What follows belongs to an exercise in optimizing a design on an open flow for small area; a production flow would make more cautious choices.
Only simulation tests tie the RTL to the original design; equivalence was not proved.
Power and IR drop assume default switching activity.

Design project, start of the top module:
module project (input wrEnable, input [4:0] wrReg, input [4:0] rdReg1, input [4:0] rdReg2, input clk, input [3:0] opCode, input [4:0] shiftAmt, output signed [31:0] result, input selCh, input [31:0] selData);
	wire [31:0] selected;
	wire signed [31:0] rdData1;
	wire signed [31:0] rdData2;
	registerFile regFile1 (wrEnable, wrReg, selected, rdReg1, rdData1, rdReg2, rdData2, clk);
	alu alu1 (rdData1, rdData2, opCode, shiftAmt, result);
	mux m1 (selCh, selData, result, selected);
endmodule
Size in the first run: ~91 I/O pins, ~46,000 sq um of cells after synthesis.
clock: 10.0 ns
lec_check: 0
cap_margin: 20
core_margin: 2
core_utilization: 40
slew_margin: 20
synth_hierarchical: 1
standard.sh (not shown) runs the stock make flow with config.mk's settings and CLKGATE_MAP_FILE= SYNTH_SCRIPT=/design/flow/synth_recipe.tcl, a recipe that flattens the netlist after the stock synthesis.
==> flow/flow/run.sh <==
#!/bin/bash
# The standard ORFS layout (standard.sh, with the standard synthesis), with
# these changes to how the layout is made:
#  - ports are buffered with buf_2 instead of the delay-cell buffer that
#    buffer_ports picks by default;
#  - clock tree synthesis uses clkbuf_8 for the tree and inserts no dummy
#    loads;
#  - after global routing, non-critical gates are downsized (RECOVER_POWER)
#    and post_grt.tcl then repairs any slew or capacitance this leaves;
# make's full output goes to flow_make.log here; ORFS writes each step's log
# under orfs/logs/.
set -euo pipefail
bash standard.sh \
  "BUFFER_PORTS_ARGS=-buffer_cell sky130_fd_sc_hd__buf_2" \
  "CTS_ARGS=-sink_clustering_enable -repair_clock_nets -dont_use_dummy_load -buf_list sky130_fd_sc_hd__clkbuf_8 -sink_clustering_size 18 -sink_clustering_max_diameter 60" \
  "RECOVER_POWER=100" "POST_GLOBAL_ROUTE_TCL=$PWD/flow/post_grt.tcl" \
  finish > flow_make.log 2>&1
==> flow/flow/post_grt.tcl <==
# Runs at the end of ORFS's global route step, after power recovery
# (RECOVER_POWER) has downsized non-critical gates: repair any max slew and
# max capacitance that the downsizing left, then legalize and reroute the
# changed nets.
log_cmd global_route -start_incremental
repair_design_helper
log_cmd detailed_placement
log_cmd global_route -end_incremental
log_cmd estimate_parasitics -global_routing
report_check_types -max_slew -max_capacitance -violators
report_worst_slack -max
report_worst_slack -min
Then changed:
==> flow/flow/run.sh (replaced) <==
#!/bin/bash
# The standard ORFS layout (standard.sh, with the standard synthesis), with
# these changes to how the layout is made:
#  - ports are buffered with buf_2 instead of the delay-cell buffer that
#    buffer_ports picks by default;
#  - clock tree synthesis uses clkbuf_8 for the tree and inserts no dummy
#    loads;
# make's full output goes to flow_make.log here; ORFS writes each step's log
# under orfs/logs/.
set -euo pipefail
bash standard.sh \
  "BUFFER_PORTS_ARGS=-buffer_cell sky130_fd_sc_hd__buf_2" \
  "CTS_ARGS=-sink_clustering_enable -repair_clock_nets -dont_use_dummy_load -buf_list sky130_fd_sc_hd__clkbuf_8 -sink_clustering_size 18 -sink_clustering_max_diameter 60" \
  finish > flow_make.log 2>&1
removed: flow/flow/post_grt.tcl
Result: Via count drops slightly; non-clock buffer count is lower by 29; core utilization is lower by 0.28 points; total power stays flat.
Then changed:
--- a/flow/flow/run.sh
+++ b/flow/flow/run.sh
@@ -6,4 +6,5 @@
 #  - clock tree synthesis uses clkbuf_8 for the tree and inserts no dummy
 #    loads;
+#  - after repair, non-critical gates are downsized (RECOVER_POWER).
 # make's full output goes to flow_make.log here; ORFS writes each step's log
 # under orfs/logs/.
@@ -12,3 +13,4 @@
   "BUFFER_PORTS_ARGS=-buffer_cell sky130_fd_sc_hd__buf_2" \
   "CTS_ARGS=-sink_clustering_enable -repair_clock_nets -dont_use_dummy_load -buf_list sky130_fd_sc_hd__clkbuf_8 -sink_clustering_size 18 -sink_clustering_max_diameter 60" \
+  "RECOVER_POWER=100" \
   finish > flow_make.log 2>&1
The new run completed and failed the layout checks on capacitance limit, slew limit.
Core utilization went down by 0.30 points.
Setup slack is worse by 0.17 ns.
Total power is about the same.
Via count went down by 0.32%.
Final area went down by 0.65%.
Non-clock buffer count does not change.
Die area is unchanged.
Hold slack is better by 0.059 ns.
Sequential power is about the same.
Then changed:
--- a/flow/flow/run.sh
+++ b/flow/flow/run.sh
@@ -6,5 +6,4 @@
 #  - clock tree synthesis uses clkbuf_8 for the tree and inserts no dummy
 #    loads;
-#  - after repair, non-critical gates are downsized (RECOVER_POWER).
 # make's full output goes to flow_make.log here; ORFS writes each step's log
 # under orfs/logs/.
@@ -13,4 +12,3 @@
   "BUFFER_PORTS_ARGS=-buffer_cell sky130_fd_sc_hd__buf_2" \
   "CTS_ARGS=-sink_clustering_enable -repair_clock_nets -dont_use_dummy_load -buf_list sky130_fd_sc_hd__clkbuf_8 -sink_clustering_size 18 -sink_clustering_max_diameter 60" \
-  "RECOVER_POWER=100" \
   finish > flow_make.log 2>&1
Settings changed: CAP_MARGIN 20 to 0, SLEW_MARGIN 20 to 0.
Effect: With this change the flow produced a clean layout; power is about the same; utilization increases by 0.28 points; combinational power is about the same; setup slack gets better by 0.11 ns; critical path depth is unchanged; via count grows by 0.44%; cell count hardly moves; global-route usage does not change; first-iteration DRC count is higher by 4.1%.
Then changed:
--- a/flow/flow/run.sh
+++ b/flow/flow/run.sh
@@ -6,4 +6,7 @@
 #  - clock tree synthesis uses clkbuf_8 for the tree and inserts no dummy
 #    loads;
+#  - the buffers that synthesis inserted are removed at floorplan, and global
+#    placement is not timing-driven, so buffers are only added where repair
+#    needs them;
 # make's full output goes to flow_make.log here; ORFS writes each step's log
 # under orfs/logs/.
@@ -12,3 +15,4 @@
   "BUFFER_PORTS_ARGS=-buffer_cell sky130_fd_sc_hd__buf_2" \
   "CTS_ARGS=-sink_clustering_enable -repair_clock_nets -dont_use_dummy_load -buf_list sky130_fd_sc_hd__clkbuf_8 -sink_clustering_size 18 -sink_clustering_max_diameter 60" \
+  "REMOVE_ABC_BUFFERS=1" "GPL_TIMING_DRIVEN=0" \
   finish > flow_make.log 2>&1
Settings changed: CAP_MARGIN 0 to 20, SLEW_MARGIN 0 to 20.
Now the flow produced a layout that fails on setup timing.
Non-clock buffer count shrinks by 144.
Synthesized area is unchanged.
Routed wire length grows by 4.1%.

==> port drivers added, routing unchanged <==
The results above use ideal ports. As a check the final layouts listed here were re-extracted and re-timed, cells and wires unchanged.
Step 1: set_driving_cell puts a clkbuf_16 on clk and a buf_2 on each other input, an assumption about the parent block.
Step 2 also shifts input and output timing later by t, the mid clock arrival at the registers, as if the neighbouring blocks saw the same clock.
a / b / c = ideal ports / drivers / drivers and shift; a / b = the first two.
run	t (ns)	slack for setup (ns)	hold slack, ns	worst setup path after step 2	worst slew at a driven data input, ns
the first run	0.807	0.214 / 0.114 / 0.114	1.669 / 1.623 / 2.020	input to output	0.18
the second run	0.811	0.347 / 0.245 / 0.245	1.844 / 1.800 / 2.006	input to output	0.20
the third run	0.816	0.181 / 0.081 / 0.081	1.903 / 1.957 / 2.658	input to output	0.19
the fourth run	0.811	0.291 / 0.195 / 0.195	1.841 / 1.796 / 2.017	input to output	0.20
the fifth run	0.778	-0.063 / -0.127 / -0.127	1.847 / 1.801 / 1.854	input to output	0.21
The setup slack of the second run, which loses most, moves by -0.102 ns with the drivers and by -0.102 ns with both steps.
